Context: an optimization exercise on an open-source flow, tuned for small area, a short achievable clock period and few clock cycles. The choices shown serve that exercise and are no tape-out recipe.
In this exercise RTL edits were held to simulation tests only and were not proved equivalent to the original.

## design.v

```verilog
module alu #(
    parameter INST_W = 4,
    parameter INT_W  = 6,
    parameter FRAC_W = 10,
    parameter DATA_W = INT_W + FRAC_W
)(
    input                      i_clk,
    input                      i_rst_n,
    input                      i_in_valid,
    output                     o_busy,
    input         [INST_W-1:0] i_inst,
    input  signed [DATA_W-1:0] i_data_a,
    input  signed [DATA_W-1:0] i_data_b,
    output                     o_out_valid,
    output        [DATA_W-1:0] o_data
);
reg        v0;
reg [3:0]  op0;
reg [15:0] a0, b0;
reg        busy_r;
always @(posedge i_clk) begin
    op0 <= i_inst;
    b0  <= i_data_b;
    if (!busy_r) a0 <= i_data_a;
end
reg        s1_res;       
reg        s1_mac;       
reg        s1_sin;       
reg        s1_neg;       
reg  [2:0] row_cnt;      
reg  [3:0] t_cnt;        
reg        out_valid_r;
wire s0_res  = v0 && (op0 != 4'b1001);
wire s0_row  = v0 && (op0 == 4'b1001);
wire s0_last = s0_row && (row_cnt == 3'd7);
wire rows7   = s0_row ? (row_cnt == 3'd6) : (row_cnt == 3'd7);
wire mac0    = s0_res && (op0 == 4'b0010);
always @(posedge i_clk or negedge i_rst_n) begin
    if (!i_rst_n) begin
        v0          <= 1'b0;
        s1_res      <= 1'b0;
        s1_mac      <= 1'b0;
        row_cnt     <= 3'd0;
        t_cnt       <= 4'd0;
        busy_r      <= 1'b0;
        out_valid_r <= 1'b0;
    end else begin
        v0          <= i_in_valid;
        s1_res      <= s0_res;
        s1_mac      <= mac0;
        if (s0_row) row_cnt <= row_cnt + 3'd1;
        if (s0_last) t_cnt <= 4'd8;
        else if (t_cnt != 4'd0) t_cnt <= t_cnt + 4'd1;
        busy_r      <= (i_in_valid && rows7) || (busy_r && (t_cnt != 4'd13));
        out_valid_r <= s1_res || t_cnt[3];
    end
end
always @(posedge i_clk) begin
    s1_sin <= (op0 == 4'b0011);
    s1_neg <= a0[11];
end
assign o_busy      = busy_r;
assign o_out_valid = out_valid_r;
reg [13:0] m [0:7];
reg [3:0]  r7lo;
integer i;
always @(posedge i_clk) begin
    if (s0_row && !s0_last) begin
        for (i = 0; i < 8; i = i + 1)
            m[i] <= {m[i][11:0], a0[(14-i*2)+:2]};
    end
    if (s0_last) r7lo <= a0[3:0];
end
wire        is_sub = op0[0];
wire [15:0] bx     = is_sub ? ~b0 : b0;
wire [15:0] sum_r  = a0 + bx + {15'd0, is_sub};
reg  [15:0] addsub_r;
always @(*) begin
    if (!a0[15] && !bx[15] && sum_r[15])      addsub_r = 16'h7FFF;
    else if (a0[15] && bx[15] && !sum_r[15])  addsub_r = 16'h8000;
    else                                      addsub_r = sum_r;
end
wire [15:0] ma = a0;
wire [15:0] mb = b0;
wire bm_w1 = mb[1];
wire bm_w2 = mb[0] ^ 1'b0;
wire bm_w3 = (mb[1] & ~mb[0] & ~1'b0) | (~mb[1] & mb[0] & 1'b0);
wire bm_w4 = ((bm_w2 & ma[0])) ^ bm_w1;
wire bm_w5 = ((bm_w2 & ma[1]) | (bm_w3 & ma[0])) ^ bm_w1;
wire bm_w6 = ((bm_w2 & ma[2]) | (bm_w3 & ma[1])) ^ bm_w1;
wire bm_w7 = ((bm_w2 & ma[3]) | (bm_w3 & ma[2])) ^ bm_w1;
wire bm_w8 = ((bm_w2 & ma[4]) | (bm_w3 & ma[3])) ^ bm_w1;
wire bm_w9 = ((bm_w2 & ma[5]) | (bm_w3 & ma[4])) ^ bm_w1;
wire bm_w10 = ((bm_w2 & ma[6]) | (bm_w3 & ma[5])) ^ bm_w1;
wire bm_w11 = ((bm_w2 & ma[7]) | (bm_w3 & ma[6])) ^ bm_w1;
wire bm_w12 = ((bm_w2 & ma[8]) | (bm_w3 & ma[7])) ^ bm_w1;
wire bm_w13 = ((bm_w2 & ma[9]) | (bm_w3 & ma[8])) ^ bm_w1;
wire bm_w14 = ((bm_w2 & ma[10]) | (bm_w3 & ma[9])) ^ bm_w1;
wire bm_w15 = ((bm_w2 & ma[11]) | (bm_w3 & ma[10])) ^ bm_w1;
wire bm_w16 = ((bm_w2 & ma[12]) | (bm_w3 & ma[11])) ^ bm_w1;
wire bm_w17 = ((bm_w2 & ma[13]) | (bm_w3 & ma[12])) ^ bm_w1;
wire bm_w18 = ((bm_w2 & ma[14]) | (bm_w3 & ma[13])) ^ bm_w1;
wire bm_w19 = ((bm_w2 & ma[15]) | (bm_w3 & ma[14])) ^ bm_w1;
wire bm_w20 = ~(((bm_w2 & ma[15]) | (bm_w3 & ma[15])) ^ bm_w1);
wire bm_w21 = mb[3];
wire bm_w22 = mb[2] ^ mb[1];
wire bm_w23 = (mb[3] & ~mb[2] & ~mb[1]) | (~mb[3] & mb[2] & mb[1]);
wire bm_w24 = ((bm_w22 & ma[0])) ^ bm_w21;
wire bm_w25 = ((bm_w22 & ma[1]) | (bm_w23 & ma[0])) ^ bm_w21;
wire bm_w26 = ((bm_w22 & ma[2]) | (bm_w23 & ma[1])) ^ bm_w21;
wire bm_w27 = ((bm_w22 & ma[3]) | (bm_w23 & ma[2])) ^ bm_w21;
wire bm_w28 = ((bm_w22 & ma[4]) | (bm_w23 & ma[3])) ^ bm_w21;
wire bm_w29 = ((bm_w22 & ma[5]) | (bm_w23 & ma[4])) ^ bm_w21;
wire bm_w30 = ((bm_w22 & ma[6]) | (bm_w23 & ma[5])) ^ bm_w21;
wire bm_w31 = ((bm_w22 & ma[7]) | (bm_w23 & ma[6])) ^ bm_w21;
wire bm_w32 = ((bm_w22 & ma[8]) | (bm_w23 & ma[7])) ^ bm_w21;
wire bm_w33 = ((bm_w22 & ma[9]) | (bm_w23 & ma[8])) ^ bm_w21;
wire bm_w34 = ((bm_w22 & ma[10]) | (bm_w23 & ma[9])) ^ bm_w21;
wire bm_w35 = ((bm_w22 & ma[11]) | (bm_w23 & ma[10])) ^ bm_w21;
wire bm_w36 = ((bm_w22 & ma[12]) | (bm_w23 & ma[11])) ^ bm_w21;
wire bm_w37 = ((bm_w22 & ma[13]) | (bm_w23 & ma[12])) ^ bm_w21;
wire bm_w38 = ((bm_w22 & ma[14]) | (bm_w23 & ma[13])) ^ bm_w21;
wire bm_w39 = ((bm_w22 & ma[15]) | (bm_w23 & ma[14])) ^ bm_w21;
wire bm_w40 = ~(((bm_w22 & ma[15]) | (bm_w23 & ma[15])) ^ bm_w21);
wire bm_w41 = mb[5];
wire bm_w42 = mb[4] ^ mb[3];
wire bm_w43 = (mb[5] & ~mb[4] & ~mb[3]) | (~mb[5] & mb[4] & mb[3]);
wire bm_w44 = ((bm_w42 & ma[0])) ^ bm_w41;
wire bm_w45 = ((bm_w42 & ma[1]) | (bm_w43 & ma[0])) ^ bm_w41;
wire bm_w46 = ((bm_w42 & ma[2]) | (bm_w43 & ma[1])) ^ bm_w41;
wire bm_w47 = ((bm_w42 & ma[3]) | (bm_w43 & ma[2])) ^ bm_w41;
wire bm_w48 = ((bm_w42 & ma[4]) | (bm_w43 & ma[3])) ^ bm_w41;
wire bm_w49 = ((bm_w42 & ma[5]) | (bm_w43 & ma[4])) ^ bm_w41;
wire bm_w50 = ((bm_w42 & ma[6]) | (bm_w43 & ma[5])) ^ bm_w41;
wire bm_w51 = ((bm_w42 & ma[7]) | (bm_w43 & ma[6])) ^ bm_w41;
wire bm_w52 = ((bm_w42 & ma[8]) | (bm_w43 & ma[7])) ^ bm_w41;
wire bm_w53 = ((bm_w42 & ma[9]) | (bm_w43 & ma[8])) ^ bm_w41;
wire bm_w54 = ((bm_w42 & ma[10]) | (bm_w43 & ma[9])) ^ bm_w41;
wire bm_w55 = ((bm_w42 & ma[11]) | (bm_w43 & ma[10])) ^ bm_w41;
wire bm_w56 = ((bm_w42 & ma[12]) | (bm_w43 & ma[11])) ^ bm_w41;
wire bm_w57 = ((bm_w42 & ma[13]) | (bm_w43 & ma[12])) ^ bm_w41;
wire bm_w58 = ((bm_w42 & ma[14]) | (bm_w43 & ma[13])) ^ bm_w41;
wire bm_w59 = ((bm_w42 & ma[15]) | (bm_w43 & ma[14])) ^ bm_w41;
wire bm_w60 = ~(((bm_w42 & ma[15]) | (bm_w43 & ma[15])) ^ bm_w41);
wire bm_w61 = mb[7];
wire bm_w62 = mb[6] ^ mb[5];
wire bm_w63 = (mb[7] & ~mb[6] & ~mb[5]) | (~mb[7] & mb[6] & mb[5]);
wire bm_w64 = ((bm_w62 & ma[0])) ^ bm_w61;
wire bm_w65 = ((bm_w62 & ma[1]) | (bm_w63 & ma[0])) ^ bm_w61;
wire bm_w66 = ((bm_w62 & ma[2]) | (bm_w63 & ma[1])) ^ bm_w61;
wire bm_w67 = ((bm_w62 & ma[3]) | (bm_w63 & ma[2])) ^ bm_w61;
wire bm_w68 = ((bm_w62 & ma[4]) | (bm_w63 & ma[3])) ^ bm_w61;
wire bm_w69 = ((bm_w62 & ma[5]) | (bm_w63 & ma[4])) ^ bm_w61;
wire bm_w70 = ((bm_w62 & ma[6]) | (bm_w63 & ma[5])) ^ bm_w61;
wire bm_w71 = ((bm_w62 & ma[7]) | (bm_w63 & ma[6])) ^ bm_w61;
wire bm_w72 = ((bm_w62 & ma[8]) | (bm_w63 & ma[7])) ^ bm_w61;
wire bm_w73 = ((bm_w62 & ma[9]) | (bm_w63 & ma[8])) ^ bm_w61;
wire bm_w74 = ((bm_w62 & ma[10]) | (bm_w63 & ma[9])) ^ bm_w61;
wire bm_w75 = ((bm_w62 & ma[11]) | (bm_w63 & ma[10])) ^ bm_w61;
wire bm_w76 = ((bm_w62 & ma[12]) | (bm_w63 & ma[11])) ^ bm_w61;
wire bm_w77 = ((bm_w62 & ma[13]) | (bm_w63 & ma[12])) ^ bm_w61;
wire bm_w78 = ((bm_w62 & ma[14]) | (bm_w63 & ma[13])) ^ bm_w61;
wire bm_w79 = ((bm_w62 & ma[15]) | (bm_w63 & ma[14])) ^ bm_w61;
wire bm_w80 = ~(((bm_w62 & ma[15]) | (bm_w63 & ma[15])) ^ bm_w61);
wire bm_w81 = mb[9];
wire bm_w82 = mb[8] ^ mb[7];
wire bm_w83 = (mb[9] & ~mb[8] & ~mb[7]) | (~mb[9] & mb[8] & mb[7]);
wire bm_w84 = ((bm_w82 & ma[0])) ^ bm_w81;
wire bm_w85 = ((bm_w82 & ma[1]) | (bm_w83 & ma[0])) ^ bm_w81;
wire bm_w86 = ((bm_w82 & ma[2]) | (bm_w83 & ma[1])) ^ bm_w81;
wire bm_w87 = ((bm_w82 & ma[3]) | (bm_w83 & ma[2])) ^ bm_w81;
wire bm_w88 = ((bm_w82 & ma[4]) | (bm_w83 & ma[3])) ^ bm_w81;
wire bm_w89 = ((bm_w82 & ma[5]) | (bm_w83 & ma[4])) ^ bm_w81;
wire bm_w90 = ((bm_w82 & ma[6]) | (bm_w83 & ma[5])) ^ bm_w81;
wire bm_w91 = ((bm_w82 & ma[7]) | (bm_w83 & ma[6])) ^ bm_w81;
wire bm_w92 = ((bm_w82 & ma[8]) | (bm_w83 & ma[7])) ^ bm_w81;
wire bm_w93 = ((bm_w82 & ma[9]) | (bm_w83 & ma[8])) ^ bm_w81;
wire bm_w94 = ((bm_w82 & ma[10]) | (bm_w83 & ma[9])) ^ bm_w81;
wire bm_w95 = ((bm_w82 & ma[11]) | (bm_w83 & ma[10])) ^ bm_w81;
wire bm_w96 = ((bm_w82 & ma[12]) | (bm_w83 & ma[11])) ^ bm_w81;
wire bm_w97 = ((bm_w82 & ma[13]) | (bm_w83 & ma[12])) ^ bm_w81;
wire bm_w98 = ((bm_w82 & ma[14]) | (bm_w83 & ma[13])) ^ bm_w81;
wire bm_w99 = ((bm_w82 & ma[15]) | (bm_w83 & ma[14])) ^ bm_w81;
wire bm_w100 = ~(((bm_w82 & ma[15]) | (bm_w83 & ma[15])) ^ bm_w81);
wire bm_w101 = mb[11];
wire bm_w102 = mb[10] ^ mb[9];
wire bm_w103 = (mb[11] & ~mb[10] & ~mb[9]) | (~mb[11] & mb[10] & mb[9]);
wire bm_w104 = ((bm_w102 & ma[0])) ^ bm_w101;
wire bm_w105 = ((bm_w102 & ma[1]) | (bm_w103 & ma[0])) ^ bm_w101;
wire bm_w106 = ((bm_w102 & ma[2]) | (bm_w103 & ma[1])) ^ bm_w101;
wire bm_w107 = ((bm_w102 & ma[3]) | (bm_w103 & ma[2])) ^ bm_w101;
wire bm_w108 = ((bm_w102 & ma[4]) | (bm_w103 & ma[3])) ^ bm_w101;
wire bm_w109 = ((bm_w102 & ma[5]) | (bm_w103 & ma[4])) ^ bm_w101;
wire bm_w110 = ((bm_w102 & ma[6]) | (bm_w103 & ma[5])) ^ bm_w101;
wire bm_w111 = ((bm_w102 & ma[7]) | (bm_w103 & ma[6])) ^ bm_w101;
wire bm_w112 = ((bm_w102 & ma[8]) | (bm_w103 & ma[7])) ^ bm_w101;
wire bm_w113 = ((bm_w102 & ma[9]) | (bm_w103 & ma[8])) ^ bm_w101;
wire bm_w114 = ((bm_w102 & ma[10]) | (bm_w103 & ma[9])) ^ bm_w101;
wire bm_w115 = ((bm_w102 & ma[11]) | (bm_w103 & ma[10])) ^ bm_w101;
wire bm_w116 = ((bm_w102 & ma[12]) | (bm_w103 & ma[11])) ^ bm_w101;
wire bm_w117 = ((bm_w102 & ma[13]) | (bm_w103 & ma[12])) ^ bm_w101;
wire bm_w118 = ((bm_w102 & ma[14]) | (bm_w103 & ma[13])) ^ bm_w101;
wire bm_w119 = ((bm_w102 & ma[15]) | (bm_w103 & ma[14])) ^ bm_w101;
wire bm_w120 = ~(((bm_w102 & ma[15]) | (bm_w103 & ma[15])) ^ bm_w101);
wire bm_w121 = mb[13];
wire bm_w122 = mb[12] ^ mb[11];
wire bm_w123 = (mb[13] & ~mb[12] & ~mb[11]) | (~mb[13] & mb[12] & mb[11]);
wire bm_w124 = ((bm_w122 & ma[0])) ^ bm_w121;
wire bm_w125 = ((bm_w122 & ma[1]) | (bm_w123 & ma[0])) ^ bm_w121;
wire bm_w126 = ((bm_w122 & ma[2]) | (bm_w123 & ma[1])) ^ bm_w121;
wire bm_w127 = ((bm_w122 & ma[3]) | (bm_w123 & ma[2])) ^ bm_w121;
wire bm_w128 = ((bm_w122 & ma[4]) | (bm_w123 & ma[3])) ^ bm_w121;
wire bm_w129 = ((bm_w122 & ma[5]) | (bm_w123 & ma[4])) ^ bm_w121;
wire bm_w130 = ((bm_w122 & ma[6]) | (bm_w123 & ma[5])) ^ bm_w121;
wire bm_w131 = ((bm_w122 & ma[7]) | (bm_w123 & ma[6])) ^ bm_w121;
wire bm_w132 = ((bm_w122 & ma[8]) | (bm_w123 & ma[7])) ^ bm_w121;
wire bm_w133 = ((bm_w122 & ma[9]) | (bm_w123 & ma[8])) ^ bm_w121;
wire bm_w134 = ((bm_w122 & ma[10]) | (bm_w123 & ma[9])) ^ bm_w121;
wire bm_w135 = ((bm_w122 & ma[11]) | (bm_w123 & ma[10])) ^ bm_w121;
wire bm_w136 = ((bm_w122 & ma[12]) | (bm_w123 & ma[11])) ^ bm_w121;
wire bm_w137 = ((bm_w122 & ma[13]) | (bm_w123 & ma[12])) ^ bm_w121;
wire bm_w138 = ((bm_w122 & ma[14]) | (bm_w123 & ma[13])) ^ bm_w121;
wire bm_w139 = ((bm_w122 & ma[15]) | (bm_w123 & ma[14])) ^ bm_w121;
wire bm_w140 = ~(((bm_w122 & ma[15]) | (bm_w123 & ma[15])) ^ bm_w121);
wire bm_w141 = mb[15];
wire bm_w142 = mb[14] ^ mb[13];
wire bm_w143 = (mb[15] & ~mb[14] & ~mb[13]) | (~mb[15] & mb[14] & mb[13]);
wire bm_w144 = ((bm_w142 & ma[0])) ^ bm_w141;
wire bm_w145 = ((bm_w142 & ma[1]) | (bm_w143 & ma[0])) ^ bm_w141;
wire bm_w146 = ((bm_w142 & ma[2]) | (bm_w143 & ma[1])) ^ bm_w141;
wire bm_w147 = ((bm_w142 & ma[3]) | (bm_w143 & ma[2])) ^ bm_w141;
wire bm_w148 = ((bm_w142 & ma[4]) | (bm_w143 & ma[3])) ^ bm_w141;
wire bm_w149 = ((bm_w142 & ma[5]) | (bm_w143 & ma[4])) ^ bm_w141;
wire bm_w150 = ((bm_w142 & ma[6]) | (bm_w143 & ma[5])) ^ bm_w141;
wire bm_w151 = ((bm_w142 & ma[7]) | (bm_w143 & ma[6])) ^ bm_w141;
wire bm_w152 = ((bm_w142 & ma[8]) | (bm_w143 & ma[7])) ^ bm_w141;
wire bm_w153 = ((bm_w142 & ma[9]) | (bm_w143 & ma[8])) ^ bm_w141;
wire bm_w154 = ((bm_w142 & ma[10]) | (bm_w143 & ma[9])) ^ bm_w141;
wire bm_w155 = ((bm_w142 & ma[11]) | (bm_w143 & ma[10])) ^ bm_w141;
wire bm_w156 = ((bm_w142 & ma[12]) | (bm_w143 & ma[11])) ^ bm_w141;
wire bm_w157 = ((bm_w142 & ma[13]) | (bm_w143 & ma[12])) ^ bm_w141;
wire bm_w158 = ((bm_w142 & ma[14]) | (bm_w143 & ma[13])) ^ bm_w141;
wire bm_w159 = ((bm_w142 & ma[15]) | (bm_w143 & ma[14])) ^ bm_w141;
wire bm_w160 = ~(((bm_w142 & ma[15]) | (bm_w143 & ma[15])) ^ bm_w141);
wire bm_w161 = bm_w14 ^ bm_w32;
wire bm_w162 = bm_w14 & bm_w32;
wire bm_w163 = bm_w15 ^ bm_w33;
wire bm_w164 = bm_w15 & bm_w33;
wire bm_w165 = bm_w16 ^ bm_w34 ^ bm_w52;
wire bm_w166 = (bm_w16 & bm_w34) | (bm_w16 & bm_w52) | (bm_w34 & bm_w52);
wire bm_w167 = bm_w70 ^ bm_w88;
wire bm_w168 = bm_w70 & bm_w88;
wire bm_w169 = bm_w17 ^ bm_w35 ^ bm_w53;
wire bm_w170 = (bm_w17 & bm_w35) | (bm_w17 & bm_w53) | (bm_w35 & bm_w53);
wire bm_w171 = bm_w71 ^ bm_w89;
wire bm_w172 = bm_w71 & bm_w89;
wire bm_w173 = bm_w18 ^ bm_w36 ^ bm_w54;
wire bm_w174 = (bm_w18 & bm_w36) | (bm_w18 & bm_w54) | (bm_w36 & bm_w54);
wire bm_w175 = bm_w72 ^ bm_w90 ^ bm_w108;
wire bm_w176 = (bm_w72 & bm_w90) | (bm_w72 & bm_w108) | (bm_w90 & bm_w108);
wire bm_w177 = bm_w126 ^ bm_w144;
wire bm_w178 = bm_w126 & bm_w144;
wire bm_w179 = bm_w19 ^ bm_w37 ^ bm_w55;
wire bm_w180 = (bm_w19 & bm_w37) | (bm_w19 & bm_w55) | (bm_w37 & bm_w55);
wire bm_w181 = bm_w73 ^ bm_w91 ^ bm_w109;
wire bm_w182 = (bm_w73 & bm_w91) | (bm_w73 & bm_w109) | (bm_w91 & bm_w109);
wire bm_w183 = bm_w127 ^ bm_w145;
wire bm_w184 = bm_w127 & bm_w145;
wire bm_w185 = bm_w20 ^ bm_w38 ^ bm_w56;
wire bm_w186 = (bm_w20 & bm_w38) | (bm_w20 & bm_w56) | (bm_w38 & bm_w56);
wire bm_w187 = bm_w74 ^ bm_w92 ^ bm_w110;
wire bm_w188 = (bm_w74 & bm_w92) | (bm_w74 & bm_w110) | (bm_w92 & bm_w110);
wire bm_w189 = bm_w128 ^ bm_w146 ^ 1'b1;
wire bm_w190 = (bm_w128 & bm_w146) | (bm_w128 & 1'b1) | (bm_w146 & 1'b1);
wire bm_w191 = bm_w39 ^ bm_w57 ^ bm_w75;
wire bm_w192 = (bm_w39 & bm_w57) | (bm_w39 & bm_w75) | (bm_w57 & bm_w75);
wire bm_w193 = bm_w93 ^ bm_w111 ^ bm_w129;
wire bm_w194 = (bm_w93 & bm_w111) | (bm_w93 & bm_w129) | (bm_w111 & bm_w129);
wire bm_w195 = bm_w147 ^ 1'b1;
wire bm_w196 = bm_w147 & 1'b1;
wire bm_w197 = bm_w40 ^ bm_w58 ^ bm_w76;
wire bm_w198 = (bm_w40 & bm_w58) | (bm_w40 & bm_w76) | (bm_w58 & bm_w76);
wire bm_w199 = bm_w94 ^ bm_w112 ^ bm_w130;
wire bm_w200 = (bm_w94 & bm_w112) | (bm_w94 & bm_w130) | (bm_w112 & bm_w130);
wire bm_w201 = bm_w59 ^ bm_w77 ^ bm_w95;
wire bm_w202 = (bm_w59 & bm_w77) | (bm_w59 & bm_w95) | (bm_w77 & bm_w95);
wire bm_w203 = bm_w113 ^ bm_w131;
wire bm_w204 = bm_w113 & bm_w131;
wire bm_w205 = bm_w60 ^ bm_w78 ^ bm_w96;
wire bm_w206 = (bm_w60 & bm_w78) | (bm_w60 & bm_w96) | (bm_w78 & bm_w96);
wire bm_w207 = bm_w79 ^ bm_w97;
wire bm_w208 = bm_w79 & bm_w97;
wire bm_w209 = bm_w10 ^ bm_w28;
wire bm_w210 = bm_w10 & bm_w28;
wire bm_w211 = bm_w11 ^ bm_w29;
wire bm_w212 = bm_w11 & bm_w29;
wire bm_w213 = bm_w12 ^ bm_w30 ^ bm_w48;
wire bm_w214 = (bm_w12 & bm_w30) | (bm_w12 & bm_w48) | (bm_w30 & bm_w48);
wire bm_w215 = bm_w66 ^ bm_w84;
wire bm_w216 = bm_w66 & bm_w84;
wire bm_w217 = bm_w13 ^ bm_w31 ^ bm_w49;
wire bm_w218 = (bm_w13 & bm_w31) | (bm_w13 & bm_w49) | (bm_w31 & bm_w49);
wire bm_w219 = bm_w67 ^ bm_w85;
wire bm_w220 = bm_w67 & bm_w85;
wire bm_w221 = bm_w161 ^ bm_w50 ^ bm_w68;
wire bm_w222 = (bm_w161 & bm_w50) | (bm_w161 & bm_w68) | (bm_w50 & bm_w68);
wire bm_w223 = bm_w86 ^ bm_w104 ^ bm_w101;
wire bm_w224 = (bm_w86 & bm_w104) | (bm_w86 & bm_w101) | (bm_w104 & bm_w101);
wire bm_w225 = bm_w162 ^ bm_w163 ^ bm_w51;
wire bm_w226 = (bm_w162 & bm_w163) | (bm_w162 & bm_w51) | (bm_w163 & bm_w51);
wire bm_w227 = bm_w69 ^ bm_w87 ^ bm_w105;
wire bm_w228 = (bm_w69 & bm_w87) | (bm_w69 & bm_w105) | (bm_w87 & bm_w105);
wire bm_w229 = bm_w164 ^ bm_w165 ^ bm_w167;
wire bm_w230 = (bm_w164 & bm_w165) | (bm_w164 & bm_w167) | (bm_w165 & bm_w167);
wire bm_w231 = bm_w106 ^ bm_w124 ^ bm_w121;
wire bm_w232 = (bm_w106 & bm_w124) | (bm_w106 & bm_w121) | (bm_w124 & bm_w121);
wire bm_w233 = bm_w166 ^ bm_w168 ^ bm_w169;
wire bm_w234 = (bm_w166 & bm_w168) | (bm_w166 & bm_w169) | (bm_w168 & bm_w169);
wire bm_w235 = bm_w171 ^ bm_w107 ^ bm_w125;
wire bm_w236 = (bm_w171 & bm_w107) | (bm_w171 & bm_w125) | (bm_w107 & bm_w125);
wire bm_w237 = bm_w170 ^ bm_w172 ^ bm_w173;
wire bm_w238 = (bm_w170 & bm_w172) | (bm_w170 & bm_w173) | (bm_w172 & bm_w173);
wire bm_w239 = bm_w175 ^ bm_w177 ^ bm_w141;
wire bm_w240 = (bm_w175 & bm_w177) | (bm_w175 & bm_w141) | (bm_w177 & bm_w141);
wire bm_w241 = bm_w174 ^ bm_w176 ^ bm_w178;
wire bm_w242 = (bm_w174 & bm_w176) | (bm_w174 & bm_w178) | (bm_w176 & bm_w178);
wire bm_w243 = bm_w179 ^ bm_w181 ^ bm_w183;
wire bm_w244 = (bm_w179 & bm_w181) | (bm_w179 & bm_w183) | (bm_w181 & bm_w183);
wire bm_w245 = bm_w180 ^ bm_w182 ^ bm_w184;
wire bm_w246 = (bm_w180 & bm_w182) | (bm_w180 & bm_w184) | (bm_w182 & bm_w184);
wire bm_w247 = bm_w185 ^ bm_w187 ^ bm_w189;
wire bm_w248 = (bm_w185 & bm_w187) | (bm_w185 & bm_w189) | (bm_w187 & bm_w189);
wire bm_w249 = bm_w186 ^ bm_w188 ^ bm_w190;
wire bm_w250 = (bm_w186 & bm_w188) | (bm_w186 & bm_w190) | (bm_w188 & bm_w190);
wire bm_w251 = bm_w191 ^ bm_w193 ^ bm_w195;
wire bm_w252 = (bm_w191 & bm_w193) | (bm_w191 & bm_w195) | (bm_w193 & bm_w195);
wire bm_w253 = bm_w192 ^ bm_w194 ^ bm_w196;
wire bm_w254 = (bm_w192 & bm_w194) | (bm_w192 & bm_w196) | (bm_w194 & bm_w196);
wire bm_w255 = bm_w197 ^ bm_w199 ^ bm_w148;
wire bm_w256 = (bm_w197 & bm_w199) | (bm_w197 & bm_w148) | (bm_w199 & bm_w148);
wire bm_w257 = bm_w198 ^ bm_w200 ^ bm_w201;
wire bm_w258 = (bm_w198 & bm_w200) | (bm_w198 & bm_w201) | (bm_w200 & bm_w201);
wire bm_w259 = bm_w203 ^ bm_w149 ^ 1'b1;
wire bm_w260 = (bm_w203 & bm_w149) | (bm_w203 & 1'b1) | (bm_w149 & 1'b1);
wire bm_w261 = bm_w202 ^ bm_w204 ^ bm_w205;
wire bm_w262 = (bm_w202 & bm_w204) | (bm_w202 & bm_w205) | (bm_w204 & bm_w205);
wire bm_w263 = bm_w114 ^ bm_w132 ^ bm_w150;
wire bm_w264 = (bm_w114 & bm_w132) | (bm_w114 & bm_w150) | (bm_w132 & bm_w150);
wire bm_w265 = bm_w206 ^ bm_w207 ^ bm_w115;
wire bm_w266 = (bm_w206 & bm_w207) | (bm_w206 & bm_w115) | (bm_w207 & bm_w115);
wire bm_w267 = bm_w133 ^ bm_w151 ^ 1'b1;
wire bm_w268 = (bm_w133 & bm_w151) | (bm_w133 & 1'b1) | (bm_w151 & 1'b1);
wire bm_w269 = bm_w208 ^ bm_w80 ^ bm_w98;
wire bm_w270 = (bm_w208 & bm_w80) | (bm_w208 & bm_w98) | (bm_w80 & bm_w98);
wire bm_w271 = bm_w116 ^ bm_w134 ^ bm_w152;
wire bm_w272 = (bm_w116 & bm_w134) | (bm_w116 & bm_w152) | (bm_w134 & bm_w152);
wire bm_w273 = bm_w99 ^ bm_w117 ^ bm_w135;
wire bm_w274 = (bm_w99 & bm_w117) | (bm_w99 & bm_w135) | (bm_w117 & bm_w135);
wire bm_w275 = bm_w153 ^ 1'b1;
wire bm_w276 = bm_w153 & 1'b1;
wire bm_w277 = bm_w100 ^ bm_w118 ^ bm_w136;
wire bm_w278 = (bm_w100 & bm_w118) | (bm_w100 & bm_w136) | (bm_w118 & bm_w136);
wire bm_w279 = bm_w119 ^ bm_w137;
wire bm_w280 = bm_w119 & bm_w137;
wire bm_w281 = bm_w8 ^ bm_w26;
wire bm_w282 = bm_w8 & bm_w26;
wire bm_w283 = bm_w9 ^ bm_w27;
wire bm_w284 = bm_w9 & bm_w27;
wire bm_w285 = bm_w209 ^ bm_w46 ^ bm_w64;
wire bm_w286 = (bm_w209 & bm_w46) | (bm_w209 & bm_w64) | (bm_w46 & bm_w64);
wire bm_w287 = bm_w210 ^ bm_w211 ^ bm_w47;
wire bm_w288 = (bm_w210 & bm_w211) | (bm_w210 & bm_w47) | (bm_w211 & bm_w47);
wire bm_w289 = bm_w212 ^ bm_w213 ^ bm_w215;
wire bm_w290 = (bm_w212 & bm_w213) | (bm_w212 & bm_w215) | (bm_w213 & bm_w215);
wire bm_w291 = bm_w214 ^ bm_w216 ^ bm_w217;
wire bm_w292 = (bm_w214 & bm_w216) | (bm_w214 & bm_w217) | (bm_w216 & bm_w217);
wire bm_w293 = bm_w218 ^ bm_w220 ^ bm_w221;
wire bm_w294 = (bm_w218 & bm_w220) | (bm_w218 & bm_w221) | (bm_w220 & bm_w221);
wire bm_w295 = bm_w222 ^ bm_w224 ^ bm_w225;
wire bm_w296 = (bm_w222 & bm_w224) | (bm_w222 & bm_w225) | (bm_w224 & bm_w225);
wire bm_w297 = bm_w226 ^ bm_w228 ^ bm_w229;
wire bm_w298 = (bm_w226 & bm_w228) | (bm_w226 & bm_w229) | (bm_w228 & bm_w229);
wire bm_w299 = bm_w230 ^ bm_w232 ^ bm_w233;
wire bm_w300 = (bm_w230 & bm_w232) | (bm_w230 & bm_w233) | (bm_w232 & bm_w233);
wire bm_w301 = bm_w234 ^ bm_w236 ^ bm_w237;
wire bm_w302 = (bm_w234 & bm_w236) | (bm_w234 & bm_w237) | (bm_w236 & bm_w237);
wire bm_w303 = bm_w238 ^ bm_w240 ^ bm_w241;
wire bm_w304 = (bm_w238 & bm_w240) | (bm_w238 & bm_w241) | (bm_w240 & bm_w241);
wire bm_w305 = bm_w242 ^ bm_w244 ^ bm_w245;
wire bm_w306 = (bm_w242 & bm_w244) | (bm_w242 & bm_w245) | (bm_w244 & bm_w245);
wire bm_w307 = bm_w246 ^ bm_w248 ^ bm_w249;
wire bm_w308 = (bm_w246 & bm_w248) | (bm_w246 & bm_w249) | (bm_w248 & bm_w249);
wire bm_w309 = bm_w250 ^ bm_w252 ^ bm_w253;
wire bm_w310 = (bm_w250 & bm_w252) | (bm_w250 & bm_w253) | (bm_w252 & bm_w253);
wire bm_w311 = bm_w254 ^ bm_w256 ^ bm_w257;
wire bm_w312 = (bm_w254 & bm_w256) | (bm_w254 & bm_w257) | (bm_w256 & bm_w257);
wire bm_w313 = bm_w258 ^ bm_w260 ^ bm_w261;
wire bm_w314 = (bm_w258 & bm_w260) | (bm_w258 & bm_w261) | (bm_w260 & bm_w261);
wire bm_w315 = bm_w262 ^ bm_w264 ^ bm_w265;
wire bm_w316 = (bm_w262 & bm_w264) | (bm_w262 & bm_w265) | (bm_w264 & bm_w265);
wire bm_w317 = bm_w266 ^ bm_w268 ^ bm_w269;
wire bm_w318 = (bm_w266 & bm_w268) | (bm_w266 & bm_w269) | (bm_w268 & bm_w269);
wire bm_w319 = bm_w270 ^ bm_w272 ^ bm_w273;
wire bm_w320 = (bm_w270 & bm_w272) | (bm_w270 & bm_w273) | (bm_w272 & bm_w273);
wire bm_w321 = bm_w274 ^ bm_w276 ^ bm_w277;
wire bm_w322 = (bm_w274 & bm_w276) | (bm_w274 & bm_w277) | (bm_w276 & bm_w277);
wire bm_w323 = bm_w278 ^ bm_w279 ^ bm_w155;
wire bm_w324 = (bm_w278 & bm_w279) | (bm_w278 & bm_w155) | (bm_w279 & bm_w155);
wire bm_w325 = bm_w280 ^ bm_w120 ^ bm_w138;
wire bm_w326 = (bm_w280 & bm_w120) | (bm_w280 & bm_w138) | (bm_w120 & bm_w138);
wire bm_w327 = bm_w139 ^ bm_w157;
wire bm_w328 = bm_w139 & bm_w157;
wire bm_w329 = bm_w6 ^ bm_w24;
wire bm_w330 = bm_w6 & bm_w24;
wire bm_w331 = bm_w7 ^ bm_w25;
wire bm_w332 = bm_w7 & bm_w25;
wire bm_w333 = bm_w281 ^ bm_w44 ^ bm_w41;
wire bm_w334 = (bm_w281 & bm_w44) | (bm_w281 & bm_w41) | (bm_w44 & bm_w41);
wire bm_w335 = bm_w282 ^ bm_w283 ^ bm_w45;
wire bm_w336 = (bm_w282 & bm_w283) | (bm_w282 & bm_w45) | (bm_w283 & bm_w45);
wire bm_w337 = bm_w284 ^ bm_w285 ^ bm_w61;
wire bm_w338 = (bm_w284 & bm_w285) | (bm_w284 & bm_w61) | (bm_w285 & bm_w61);
wire bm_w339 = bm_w286 ^ bm_w287 ^ bm_w65;
wire bm_w340 = (bm_w286 & bm_w287) | (bm_w286 & bm_w65) | (bm_w287 & bm_w65);
wire bm_w341 = bm_w288 ^ bm_w289 ^ bm_w81;
wire bm_w342 = (bm_w288 & bm_w289) | (bm_w288 & bm_w81) | (bm_w289 & bm_w81);
wire bm_w343 = bm_w290 ^ bm_w291 ^ bm_w219;
wire bm_w344 = (bm_w290 & bm_w291) | (bm_w290 & bm_w219) | (bm_w291 & bm_w219);
wire bm_w345 = bm_w292 ^ bm_w293 ^ bm_w223;
wire bm_w346 = (bm_w292 & bm_w293) | (bm_w292 & bm_w223) | (bm_w293 & bm_w223);
wire bm_w347 = bm_w294 ^ bm_w295 ^ bm_w227;
wire bm_w348 = (bm_w294 & bm_w295) | (bm_w294 & bm_w227) | (bm_w295 & bm_w227);
wire bm_w349 = bm_w296 ^ bm_w297 ^ bm_w231;
wire bm_w350 = (bm_w296 & bm_w297) | (bm_w296 & bm_w231) | (bm_w297 & bm_w231);
wire bm_w351 = bm_w298 ^ bm_w299 ^ bm_w235;
wire bm_w352 = (bm_w298 & bm_w299) | (bm_w298 & bm_w235) | (bm_w299 & bm_w235);
wire bm_w353 = bm_w300 ^ bm_w301 ^ bm_w239;
wire bm_w354 = (bm_w300 & bm_w301) | (bm_w300 & bm_w239) | (bm_w301 & bm_w239);
wire bm_w355 = bm_w302 ^ bm_w303 ^ bm_w243;
wire bm_w356 = (bm_w302 & bm_w303) | (bm_w302 & bm_w243) | (bm_w303 & bm_w243);
wire bm_w357 = bm_w304 ^ bm_w305 ^ bm_w247;
wire bm_w358 = (bm_w304 & bm_w305) | (bm_w304 & bm_w247) | (bm_w305 & bm_w247);
wire bm_w359 = bm_w306 ^ bm_w307 ^ bm_w251;
wire bm_w360 = (bm_w306 & bm_w307) | (bm_w306 & bm_w251) | (bm_w307 & bm_w251);
wire bm_w361 = bm_w308 ^ bm_w309 ^ bm_w255;
wire bm_w362 = (bm_w308 & bm_w309) | (bm_w308 & bm_w255) | (bm_w309 & bm_w255);
wire bm_w363 = bm_w310 ^ bm_w311 ^ bm_w259;
wire bm_w364 = (bm_w310 & bm_w311) | (bm_w310 & bm_w259) | (bm_w311 & bm_w259);
wire bm_w365 = bm_w312 ^ bm_w313 ^ bm_w263;
wire bm_w366 = (bm_w312 & bm_w313) | (bm_w312 & bm_w263) | (bm_w313 & bm_w263);
wire bm_w367 = bm_w314 ^ bm_w315 ^ bm_w267;
wire bm_w368 = (bm_w314 & bm_w315) | (bm_w314 & bm_w267) | (bm_w315 & bm_w267);
wire bm_w369 = bm_w316 ^ bm_w317 ^ bm_w271;
wire bm_w370 = (bm_w316 & bm_w317) | (bm_w316 & bm_w271) | (bm_w317 & bm_w271);
wire bm_w371 = bm_w318 ^ bm_w319 ^ bm_w275;
wire bm_w372 = (bm_w318 & bm_w319) | (bm_w318 & bm_w275) | (bm_w319 & bm_w275);
wire bm_w373 = bm_w320 ^ bm_w321 ^ bm_w154;
wire bm_w374 = (bm_w320 & bm_w321) | (bm_w320 & bm_w154) | (bm_w321 & bm_w154);
wire bm_w375 = bm_w322 ^ bm_w323 ^ 1'b1;
wire bm_w376 = (bm_w322 & bm_w323) | (bm_w322 & 1'b1) | (bm_w323 & 1'b1);
wire bm_w377 = bm_w324 ^ bm_w325 ^ bm_w156;
wire bm_w378 = (bm_w324 & bm_w325) | (bm_w324 & bm_w156) | (bm_w325 & bm_w156);
wire bm_w379 = bm_w326 ^ bm_w327 ^ 1'b1;
wire bm_w380 = (bm_w326 & bm_w327) | (bm_w326 & 1'b1) | (bm_w327 & 1'b1);
wire bm_w381 = bm_w328 ^ bm_w140 ^ bm_w158;
wire bm_w382 = (bm_w328 & bm_w140) | (bm_w328 & bm_w158) | (bm_w140 & bm_w158);
wire bm_w383 = bm_w159 ^ 1'b1;
wire bm_w384 = bm_w159 & 1'b1;
wire [31:0] bm_x = {1'b1, bm_w384, bm_w382, bm_w380, bm_w378, bm_w376, bm_w374, bm_w372, bm_w370, bm_w368, bm_w366, bm_w364, bm_w362, bm_w360, bm_w358, bm_w356, bm_w354, bm_w352, bm_w350, bm_w348, bm_w346, bm_w344, bm_w342, bm_w340, bm_w338, bm_w336, bm_w334, bm_w332, bm_w330, bm_w329, bm_w5, bm_w4};
wire [31:0] bm_y = {1'b0, bm_w160, bm_w383, bm_w381, bm_w379, bm_w377, bm_w375, bm_w373, bm_w371, bm_w369, bm_w367, bm_w365, bm_w363, bm_w361, bm_w359, bm_w357, bm_w355, bm_w353, bm_w351, bm_w349, bm_w347, bm_w345, bm_w343, bm_w341, bm_w339, bm_w337, bm_w335, bm_w333, bm_w331, bm_w21, 1'b0, bm_w1};
wire [31:0] prod = bm_x + bm_y;
wire [11:0] sin_x = a0[11:0];
wire [10:0] sin_u = sin_x[11] ? (~sin_x[10:0] + 11'd1) : sin_x[10:0];
wire [12:0] sin_rom;
localparam [2047:0] SIN_T0 = 2048'h71c70e3c78f0e1e1e1f0f83e0f81f01f80ff00ff800fff800007fffffffffff80000fff800ff807f80f7871e38f1c71ce38c739c6739cc663319998cccccc9999b3266cd9366d936c926dbffe003ff007f807f80fc07e07e07c1f83e1f078471e38e71c71ce39c639ce718ce7398ce63399ccc66633333199999999b33332666ccd993266c99326c9b26c9b64db649b6d924924924924925b6d24b6d25b4b696d2d2d2d2d2d2d296b4a5ad294a5294a56b5a95ad4ad4ad5a952a54a952ad5aa55aad56ab55aa955aab556aa9556aaa5556aaa95554aaaad55556aaaaab55555552aaaaaaaaa55555555555555552aaaaaaaaaaaaaaaaaaaaaaaaaaaaaaaaaaaa;
assign sin_rom[0] = SIN_T0[sin_u];
localparam [2047:0] SIN_T1 = 2048'hfc0fe03f80fe01fe00ff801ff800fff8000ffff8000007fffffffffffffffffffff000000ffff8000f7f81fc0fe07e0fc0f83e0783e0f87c3e1e1f0f0f0f1e1e3c3870e1c78e1c70e38e3fffffc00007fff8000fff8007ff801ffc01ff8007e03f07e07e0fc1f83e0f81f0f83e0f07c3e1f0f8783c3c3e1e1e1e1e3c3c3c7870f1e1c3870e1c38f1c38f1c78e3871c71e38e38e38e38e39c71c738e39c738e71ce31ce31ce31ce738c631ce739ce7398c6319ce7318ce6319cc67319cce63399cce673399cce66333998cce6673339998ccce66673333199998cccccc666666633333333339999999999999999ccccccccccccccccccccccccccccccccccccc;
assign sin_rom[1] = SIN_T1[sin_u];
localparam [2047:0] SIN_T2 = 2048'h3ffe0007ffe0001ffff800007fffff800000007fffffffffffffffffffffffffffffffff3fffffff08001fff0007ff000ffc007fc00ff803fe01ff00ff01fe03fc07f01f80fe07f03f03ffffffffff80000000ffffff800001ffffe000078003ff8007ff001ffc00ffe00ffdff007fc01ff007fc03fc01fe01fe03fc03f807f01fe03f80fe03f01fc0fe07f03f81f81fc0fc0fc0fc0fc1f81f83f03e07c0f81f03e0fc1f03e0f83f07c1f07c1f07c1f07c1e0f83e0f07c1e0f87c1e0f07c3e1f0f87c3e1f0f87c3c1e0f0f8783c3e1e0f0f078783c3c1e1e1f0f0f0f87878783c3c3c3c3c1e1e1e1e1e1e1e1e0f0f0f0f0f0f0f0f0f0f0f0f0f0f0f0f0f0f0;
assign sin_rom[2] = SIN_T2[sin_u];
localparam [2047:0] SIN_T3 = 2048'h1ffffffe000000007ffffffffff8000000000000000000000000000000000000000003fffffffffffe0000007fffff000007ffff00003fffe0000fffe0003fff8001fff0007ffc003ffffffffffffffffff000000000001fffffffffffffc000007ffffe00000fffff00000007fffe00007fffc0001fffe0003fffc0007ffe0003fff0003ffe000fff8003ffe001fff000fff000ffe001ffc003ff800ffe003ff001ffc00ffc007fe007fe007fe007fe00ffc00ff801ff007fe00ff803fe00ff803fe00ff803fe00ff007fc03fe00ff007f803fc01fe01ff00ff007f807fc03fc03fc01fe01fe01fe01fe00ff00ff00ff00ff00ff00ff00ff00ff00ff00;
assign sin_rom[3] = SIN_T3[sin_u];
localparam [2047:0] SIN_T4 = 2048'h1fffffffffffffffffff8000000000000000000000000000000000000000003ffffffff00000000007ffffffffff8000000003ffffffff00000003ffffffe0000007fffffdfffffffffffffffffffffffffffffe00000000000000000007ffffffffff0000000000007ffffffff800000001fffffffc00000007ffffffc0000003ffffff0000003fffffe000000ffffff000001fffffc00000fffffc00001fffff000007ffff800007ffff80000fffff00001ffff80000ffffc0000ffffc0000ffffc0000ffff80003ffff00007fffc0001fffe0000ffff80007fffc0003fffe0001fffe0001ffff0000ffff0000ffff0000ffff0000ffff0000;
assign sin_rom[4] = SIN_T4[sin_u];
localparam [2047:0] SIN_T5 = 2048'h7ffffffffffffffffffffffffffffffffffffffffffffffffffffffffffff800000000000000000003fffffffffffffffc00000000000007fffffffffffffffffffffffffffffffffffffffffffffffffffffff8000000000000000001ffff800000000000000001fffffffffffffff800000000000003ffffffffffffc000000000000fffffffffffe00000000000ffffffffffe00000000007fffffffff8000000000fffffffffe000000000fffffffff000000000fffffffff000000003ffffffff800000001ffffffff000000007fffffffc00000001fffffffe00000000ffffffff00000000ffffffff00000000;
assign sin_rom[5] = SIN_T5[sin_u];
localparam [2047:0] SIN_T6 = 2048'h3ffffffffffffffffffffffffffffffffffffffc000000000000000000000000000007fffffffffffffffffffffffffffffffffffffffffffff800000000000000000000000000000000000000000000000001fffffffffffffffffffffffffffffc0000000000000000000000000fffffffffffffffffffffff0000000000000000000007fffffffffffffffffff0000000000000000000ffffffffffffffffff000000000000000003ffffffffffffffffe00000000000000007fffffffffffffffe0000000000000000ffffffffffffffff0000000000000000;
assign sin_rom[6] = SIN_T6[sin_u];
localparam [2047:0] SIN_T7 = 2048'h3ffffffff0000000000000000000000000000000000000000000000000000000000007fffffe0000000000000000000000000000000000000007fffffffffffffffffffffffffffffffffffffffffffffffffe0000000000000000000000000000000000000000000000000000000ffffffffffffffffffffffffffffffffffffffffffff800000000000000000000000000000000000000fffffffffffffffffffffffffffffffffffc0000000000000000000000000000000007ffffffffffffffffffffffffffffffff00000000000000000000000000000000;
assign sin_rom[7] = SIN_T7[sin_u];
localparam [2047:0] SIN_T8 = 2048'h3ffffffffffffffffffffffffffffffffffffffffffffffffffffffffffffffffffff80000000000000000000000000000000000000000000007fffffffffffffffffffffffffffffffffffffffffffffffffffffffffffffffffffffffffffffffffffffffffffffffffffffffff00000000000000000000000000000000000000000000000000000000000000000000000000000000000fffffffffffffffffffffffffffffffffffffffffffffffffffffffffffffffffffff80000000000000000000000000000000000000000000000000000000000000000;
assign sin_rom[8] = SIN_T8[sin_u];
localparam [2047:0] SIN_T9 = 2048'h3ffffffff0000000000000000000000000000000000000000000000000000000000000000001ffffffffffffffffffffffffffffffffffffffffffffffffffffffffffffffffffffffffffffffffffffffffffffffffffffffffffffffffffffffffffffffffffffffffffffffffffffffffffffffffffffffffffffffffffffffffffffffffffffffffffffffffffffffffffffffffffff00000000000000000000000000000000000000000000000000000000000000000000000000000000000000000000000000000000000000000000000000000000000000;
assign sin_rom[9] = SIN_T9[sin_u];
localparam [2047:0] SIN_T10 = 2048'h3ffffffffffffffffffffffffffffffffffffffffffffffffffffffffffffffffffffffffffffffffffffffffffffffffffffffffffffffffff80000000000000000000000000000000000000000000000000000000000000000000000000000000000000000000000000000000000000000000000000000000000000000000000000000000000000000000000000000000000000000000000000000000000000000000000000000000000000000000000000000000000000000000000000000000000000000000000000000000000000000000000000000000000;
assign sin_rom[10] = SIN_T10[sin_u];
localparam [2047:0] SIN_T11 = 2048'hffffffffffffffffffffffffffffffffffffffffffffffffffffffffffffffffffffffffffc00000000000000000000000000000000000000000000000000000000000000000000000000000000000000000000000000000000000000000000000000000000000000000000000000000000000000000000000000000000000000000000000000000000000000000000000000000000000000000000000000000000000000000000000000000000000000000000000000000000000000000000000000000000000000000000000000000000000000000000000000000000000000000000000000000000000000000000000000000000000000000000000000000;
assign sin_rom[11] = SIN_T11[sin_u];
localparam [2047:0] SIN_T12 = 2048'hffffffffffffffffffffffffffffffffffffffffffffffffffffffffffffffffffffffffffc00000000000000000000000000000000000000000000000000000000000000000000000000000000000000000000000000000000000000000000000000000000000000000000000000000000000000000000000000000000000000000000000000000000000000000000000000000000000000000000000000000000000000000000000000000000000000000000000000000000000000000000000000000000000000000000000000000000000000000000000000000000000000000000000000000000000000000000000000000000000000000000000000000;
assign sin_rom[12] = SIN_T12[sin_u];
wire [12:0] sin_m = {sin_rom[12], sin_rom[11] | (sin_x == 12'h800), sin_rom[10:0]};
wire [15:0] gray_r = a0 ^ {1'b0, a0[15:1]};
wire pc_w1 = ~a0[0] ^ ~a0[1] ^ ~a0[2];
wire pc_w2 = (~a0[0] & ~a0[1]) | (~a0[0] & ~a0[2]) | (~a0[1] & ~a0[2]);
wire pc_w3 = ~a0[3] ^ ~a0[4] ^ ~a0[5];
wire pc_w4 = (~a0[3] & ~a0[4]) | (~a0[3] & ~a0[5]) | (~a0[4] & ~a0[5]);
wire pc_w5 = ~a0[6] ^ ~a0[7] ^ ~a0[8];
wire pc_w6 = (~a0[6] & ~a0[7]) | (~a0[6] & ~a0[8]) | (~a0[7] & ~a0[8]);
wire pc_w7 = ~a0[9] ^ ~a0[10] ^ ~a0[11];
wire pc_w8 = (~a0[9] & ~a0[10]) | (~a0[9] & ~a0[11]) | (~a0[10] & ~a0[11]);
wire pc_w9 = ~a0[12] ^ ~a0[13] ^ ~a0[14];
wire pc_w10 = (~a0[12] & ~a0[13]) | (~a0[12] & ~a0[14]) | (~a0[13] & ~a0[14]);
wire pc_w11 = pc_w1 ^ pc_w3 ^ pc_w5;
wire pc_w12 = (pc_w1 & pc_w3) | (pc_w1 & pc_w5) | (pc_w3 & pc_w5);
wire pc_w13 = pc_w7 ^ pc_w9 ^ ~a0[15];
wire pc_w14 = (pc_w7 & pc_w9) | (pc_w7 & ~a0[15]) | (pc_w9 & ~a0[15]);
wire pc_w15 = pc_w2 ^ pc_w4 ^ pc_w6;
wire pc_w16 = (pc_w2 & pc_w4) | (pc_w2 & pc_w6) | (pc_w4 & pc_w6);
wire pc_w17 = pc_w12 ^ pc_w14 ^ pc_w15;
wire pc_w18 = (pc_w12 & pc_w14) | (pc_w12 & pc_w15) | (pc_w14 & pc_w15);
wire pc_w19 = pc_w17 ^ pc_w8 ^ pc_w10;
wire pc_w20 = (pc_w17 & pc_w8) | (pc_w17 & pc_w10) | (pc_w8 & pc_w10);
wire pc_w21 = pc_w20 ^ pc_w18 ^ pc_w16;
wire pc_w22 = (pc_w20 & pc_w18) | (pc_w20 & pc_w16) | (pc_w18 & pc_w16);
wire [4:0] pc_x = {1'b0, pc_w22, pc_w21, pc_w19, pc_w11};
wire [4:0] pc_y = {1'b0, 1'b0, 1'b0, 1'b0, pc_w13};
wire [4:0]  zeros   = pc_x + pc_y;
wire        is_lrcw = (op0 == 4'b0101);
wire [15:0] rt_src  = is_lrcw ? b0 : a0;
wire [3:0]  rt_amt  = is_lrcw ? zeros[3:0] : b0[3:0];
wire [31:0] rt_w    = {rt_src, rt_src} >> rt_amt;
reg  [15:0] lr_mask;
integer j;
always @(*) begin
    for (j = 0; j < 16; j = j + 1) lr_mask[j] = is_lrcw && ({1'b0, zeros} < 6'd16 - j[5:0]);
end
wire [15:0] fs_r    = rt_w[15:0] ^ lr_mask;
reg  [4:0] clz;
integer k;
always @(*) begin
    clz = 5'd16;
    for (k = 0; k < 16; k = k + 1) if (a0[k]) clz = 5'd15 - k[4:0];
end
wire [15:0] clz_r = {11'd0, clz};
reg  [15:0] rm_r;
integer n;
always @(*) begin
    for (n = 0; n < 13; n = n + 1) rm_r[n] = (a0[n+:4] == b0[(15-n)-:4]);
    rm_r[15:13] = 3'b000;
end
reg [15:0] res0;
always @(*) begin
    case (op0)
    4'b0000, 4'b0001: res0 = addsub_r;
    4'b0011:          res0 = {3'b000, sin_m};
    4'b0100:          res0 = gray_r;
    4'b0101, 4'b0110: res0 = fs_r;
    4'b0111:          res0 = clz_r;
    default:          res0 = rm_r;
    endcase
end
reg [31:0] r1;
always @(posedge i_clk) r1 <= (op0 == 4'b0010) ? prod : {16'd0, res0};
reg  [35:0] acc;
wire [35:0] mac = {{4{r1[31]}}, r1} + acc;
reg  [35:0] acc_n;
always @(*) begin
    if (!r1[31] && !acc[35] && mac[35])      acc_n = {1'b0, {35{1'b1}}};
    else if (r1[31] && acc[35] && !mac[35])  acc_n = {1'b1, {35{1'b0}}};
    else                                     acc_n = mac;
end
always @(posedge i_clk or negedge i_rst_n) begin
    if (!i_rst_n) acc <= 36'd0;
    else if (s1_mac) acc <= acc_n;
end
reg [15:0] mac_r;
always @(*) begin
    if (acc_n[35] == 1'b0) begin
        if (acc_n[34:0] >= {{10{1'b0}}, {16{1'b1}}, {9{1'b0}}}) mac_r = 16'h7FFF;
        else mac_r = acc_n[25:10] + {15'd0, acc_n[9]};
    end else begin
        if (acc_n[34:0] <= {{10{1'b1}}, {16{1'b0}}, {9{1'b1}}}) mac_r = 16'h8000;
        else mac_r = acc_n[25:10] + {15'd0, acc_n[9]};
    end
end
wire [12:0] sin_s = s1_neg ? (~r1[12:0] + 13'd1) : r1[12:0];
wire [2:0]  tc    = t_cnt[2:0];
wire [1:0]  t_lst = (tc == 3'd6) ? r7lo[3:2] : (tc == 3'd7) ? r7lo[1:0] : a0[(14-tc*2)+:2];
wire [15:0] t_col = {m[tc], t_lst};
reg [15:0] o_data_r;
always @(posedge i_clk) begin
    if (t_cnt[3])    o_data_r <= t_col;
    else if (s1_mac) o_data_r <= mac_r;
    else if (s1_sin) o_data_r <= {{3{sin_s[12]}}, sin_s};
    else             o_data_r <= r1[15:0];
end
assign o_data = o_data_r;
endmodule
```

## flow/run.sh

```bash
#!/bin/bash
# The standard layout, with faster port buffers and timing repair aimed
# at a shorter period than the design's (the SDC itself is unchanged).
set -euo pipefail
bash standard.sh \
  BUFFER_PORTS_ARGS="-buffer_cell sky130_fd_sc_hd__buf_4" \
  SETUP_SLACK_MARGIN=20.5 \
  finish > standard.log 2>&1
```

## standard.sh

```bash
#!/bin/bash
# synth_recipe.tcl (not shown) runs the flow's synth.tcl, then flattens the netlist and writes it again
# the make line also repeats each setting of config.mk as NAME=value (left out here)
make -C /OpenROAD-flow-scripts/flow DESIGN_CONFIG=/design/flow/config.mk WORK_HOME=/design/flow/orfs CLKGATE_MAP_FILE= SYNTH_SCRIPT=/design/flow/synth_recipe.tcl "${@:-finish}"
```

## config.mk

```make
export PLATFORM = sky130hd
export DESIGN_NAME = alu
export DESIGN_NICKNAME = alu
export VERILOG_FILES = /design/flow/design.v
export SDC_FILE = /design/flow/constraint.sdc
export NUM_CORES = 4
export LEC_CHECK = 0
export ABC_AREA = 1
export CAP_MARGIN = 20
export CORE_MARGIN = 2
export CORE_UTILIZATION = 40
export SLEW_MARGIN = 20
```

## constraint.sdc

```tcl
create_clock -name core_clock -period 27.0 [get_ports {i_clk}]
set_input_delay 5.4000 -clock core_clock [delete_from_list [all_inputs] [get_ports {i_clk}]]
set_output_delay 5.4000 -clock core_clock [all_outputs]
set_load 0.01 [all_outputs]
```

==> summary.txt <==
==> synth_stat cells (35+ instances only) <==
| cell type | number | share of area (%) |
|---|---|---|
| dfxtp_1 | 70 | 4.8 |
| nor3_1 | 43 | 0.74 |
| xor2_1 | 173 | 5.2 |
| xnor2_1 | 35 | 1.0 |
| nor2_1 | 362 | 4.6 |
| fa_1 | 96 | 6.6 |
| a21oi_1 | 267 | 4.6 |
| buf_2 | 44 | 0.75 |
| a31oi_1 | 49 | 1.0 |
| dfrtp_1 | 48 | 4.1 |
| o21ai_0 | 358 | 6.1 |
| o22ai_1 | 150 | 3.2 |
| nand4_1 | 58 | 1.2 |
| edfxtp_1 | 132 | 14 |
| nand3_1 | 224 | 3.8 |
| ha_1 | 159 | 6.8 |
| nand2_1 | 1107 | 14 |
| o211ai_1 | 49 | 1.3 |
| clkbuf_1 | 143 | 1.8 |
| inv_1 | 467 | 6.0 |
==> registers in the layout, indices dropped and copies added, names as in the netlist, 3 cells and up <==
register and flops:
a0 16, acc 36, b0 16, m 112, o_data_r 16, op0 4, r1 32, r7lo 4
row_cnt 3, t_cnt 4
==> layout make-up <==
class	count	area [um^2]	share of cell area, %
Timing Repair Buffer	144	1089	3.441
Antenna cell	1	2.502	0.007910
Sequential cell	250	6580	20.80
Multi-Input combinational cell	3409	19930	63.00
Tap cell	959	1200	3.793
Inverter	496	1892	5.980
Clock buffer	35	748.2	2.365
Clock inverter	19	193.9	0.6130
==> worst max-delay path by stage <==
| stage | startpoint | end | cells past startpoint |
|---|---|---|---|
| after detailed placement | b0[3] | r1[30] | 24 |
| final | busy_r | o_busy | 1 |
| after CTS | busy_r | o_busy | 1 |
| after global placement | b0[9] | r1[30] | 27 |
| after global routing | b0[2] | r1[30] | 25 |
| after floorplan | op0[0] | m[0][0] | 9 |
==> what timing repair did <==
action	4_1_cts	5_1_grt
resized for setup	8	24
gates cloned	0	1
endpoints found under the setup margin	5	21
buffers inserted	1	18
pin swaps	0	1
hold endpoints to repair	0	0
==> cells by family (layout without fill, tap and decap cells) <==
logic type      after synthesis  in the layout  synth area share, %
fa+ha+maj                   255            255                13.38
simple gates               1877           1877                26.72
mux                           3              3               0.1028
buf+inv                     726            694                9.744
flops                       250            250                22.47
other cells                   0              1                    0
compound gates             1064           1065                21.29
xor+xnor                    209            209                6.289
==> layer usage <==
layer  track usage, %  share of wire (%)  up-vias
met5                0             0.0073        -
met4            13.52                4.9        2
met3            5.999                 11      428
met2            48.31                 42     2040
met1            44.06                 42    14840
li1                 -                  -    14690
==> impl.org <==
** Finish
- Fin util :: about 44%
- Highest-count cells in the layout ignoring fill and taps :: nand2_1, inv_1, nor2_1
- Share of cells above drive strength 1 :: 7.213%
- The net count of the finished layout is approximately 4.6k.
- Cell area after layout :: 0.03164 mm^2
- The library cell used most frequently in the layout, excluding fill and tap cells, is nand2_1.
- Excluding fillers, the count of instances in the completed layout stands at 5313.
- Layout area overhead :: 8.254%
- Final-layout fill cell count :: 7761

** Timing
- The clock period could shrink to around 6.5 ns.
- Setup Skew :: 0.04098 ns
- Final total negative setup slack :: 0 ns
- The number of failing hold endpoints at the final stage is 0.
- At the pin with the least slew margin, the transition time is 1.038 ns.
- Hold is met by 0.4315 ns.
- Period utilisation layout :: 24.18%
- Measured against its own limit, the worst slew margin works out to 30.40%.
- Unrepaired setup endpoints after global routing :: yes
- Final WS setup :: around 20 ns
- For this run, the top clock speed supported by timing is 0.1531 GHz.
- The number of pins exceeding their max-slew limit in the final report is 0.
- Setup violations remaining at the end of the flow were counted as 0.

** Worst setup path
- Largest fanout of any net on the critical path :: 2
- R2R setup slack :: between 20 and 25 ns
- The slowest stage of the critical path belongs to the cell dfrtp_2.
- Traced cell by cell, the critical path runs through buf_6.
- Worst endpoint required time :: 21.60 ns
- Data arrives at the worst endpoint at 1.13 ns.
- R2r startpoint :: b0[2]
- Depth of the worst register-to-register path :: 24
- Critical Setup Path Class :: reg2out
- The worst setup path is captured at an output port.
- The largest single stage delay on the critical path is ~0.43 ns.
- Worst path bufs/invs :: 1
- Type of element launching the critical path :: register
- Among cell families on the critical path, the largest total delay comes from flip-flops.
- Endpoint of the worst register-to-register path :: r1[30]

** Yosys
- Summed instance area of the synthesized netlist :: slightly below 0.03 mm^2
- Yosys mapped the design onto 70 distinct sky130hd cell types.
- For this run, asynchronously set or reset flops after synthesis account for 19.20%.
- Counting flops with a built-in enable in the synthesized netlist gives 132.
- Summing the sequential cell areas from Yosys gives 22.47% of the chip area.
- Mean Syn Cell Area :: 6.666 um^2
- Yosys printed 2 warnings.
- Commonest register cell after synthesis :: edfxtp_1
- Synthesis produced a netlist with a net count of 4678.
- Number of register bits inferred by synthesis :: 250
- Counting every instance in the synthesized netlist gives 4384.

** GRT
- Combined global-route utilization of all metal layers :: 31.83%
- The number of global-route vias before repair is 29.99k.
- Pin count of the biggest net entering global routing :: 64
- Global-route congestion overflow total :: 0
- Initial antenna violation count :: 2
- Global-route wire length before repair :: 184900 um

** Detailed routing
- In the final routed layout, each cell accounts on average for 23.10 um.
- For this run, design rule violations remaining after detail routing come to 0.
- Once detail routing completed, the nets flagged for antenna violations numbered 0.
- After detailed routing, the number of vias per cell comes to approximately 6.
- Detailed Route Iter0 Violations :: approximately 4.6k
- Initial DRT Pass Iterations :: 7
- Via total after detailed routing :: ~32k
- The final layout contains routed wiring with a total length of 122700 um.

** CTS
- Insertion delay to the later sink of the worst-skew pair :: 0.60 ns
- CTS built an H-tree with a depth of 1.
- The longest clock path from root to sink contains 3 buffers.
- Clock tree synthesis found a total of 250 sinks.
- TritonCTS built the clock tree.
- CTS buffer count :: 29
- Clock-pin transition on the worst setup and hold timing paths :: 0.06 ns
- Root cell of the clock tree :: clkbuf_16
- In this run, post-CTS hold repair placed 0 buffers.

** Die
- The floorplan has 99 rows.
- Ports placed on the boundary :: 57
- Die height :: 274.3 um
- Die footprint :: between 0.07 and 0.08 mm^2
- Area of the core :: around 0.073 mm^2
- For this configuration, the core starts out at a cell density of 40.26%.
- Die span in x :: 274.3 um

** Hold path
- Start point of the worst hold path :: s1_res
- Along the worst hold path, the cell count comes to 1.
- Worst Hold Endpoint :: out_valid_r
- Tightest Hold Check Type :: reg2reg

** Run status
- Result of the run :: no timing/DRC/antenna violations

** Placed design
- During placement, the flow inserted port buffers numbering between 50 and 60.
- Number of instances in the placed design :: about 5.2k
- Routability congestion estimate :: 1.050
- DP Wirelength :: 90420 um
- Area after DPL :: 0.03044 mm^2
- Timing analysis after detailed placement gives a worst setup slack of 20.16 ns.

** Job
- Maxcap violations :: 0
Testbench counts, summed over its fixed seeds: cycles 3,586.

what the ideal ports hide:
The results above use ideal ports. As a check the final layout listed here was re-extracted and re-timed, cells and wires unchanged. Step 1: set_driving_cell puts a clkbuf_16 on i_clk and a buf_2 on each other input, an assumption about the parent block. Step 2 adds t to the input delays and takes it off the output delays; t is the mean of the earliest and latest rising clock arrival at the registers after step 1. Input paths then give back, and output paths get back, about the clock's delay inside the block. a / b / c = ideal ports / drivers / drivers and shift; a / b = the first two.
shift t [ns]: 0.645
slack for setup (ns): 20.470 / 20.407 / 20.742
worst setup path at the end: register to register
After both steps setup and hold are still met in this run. For this run, drivers alone change the setup slack by -0.063 ns; drivers and shift together by +0.272 ns.
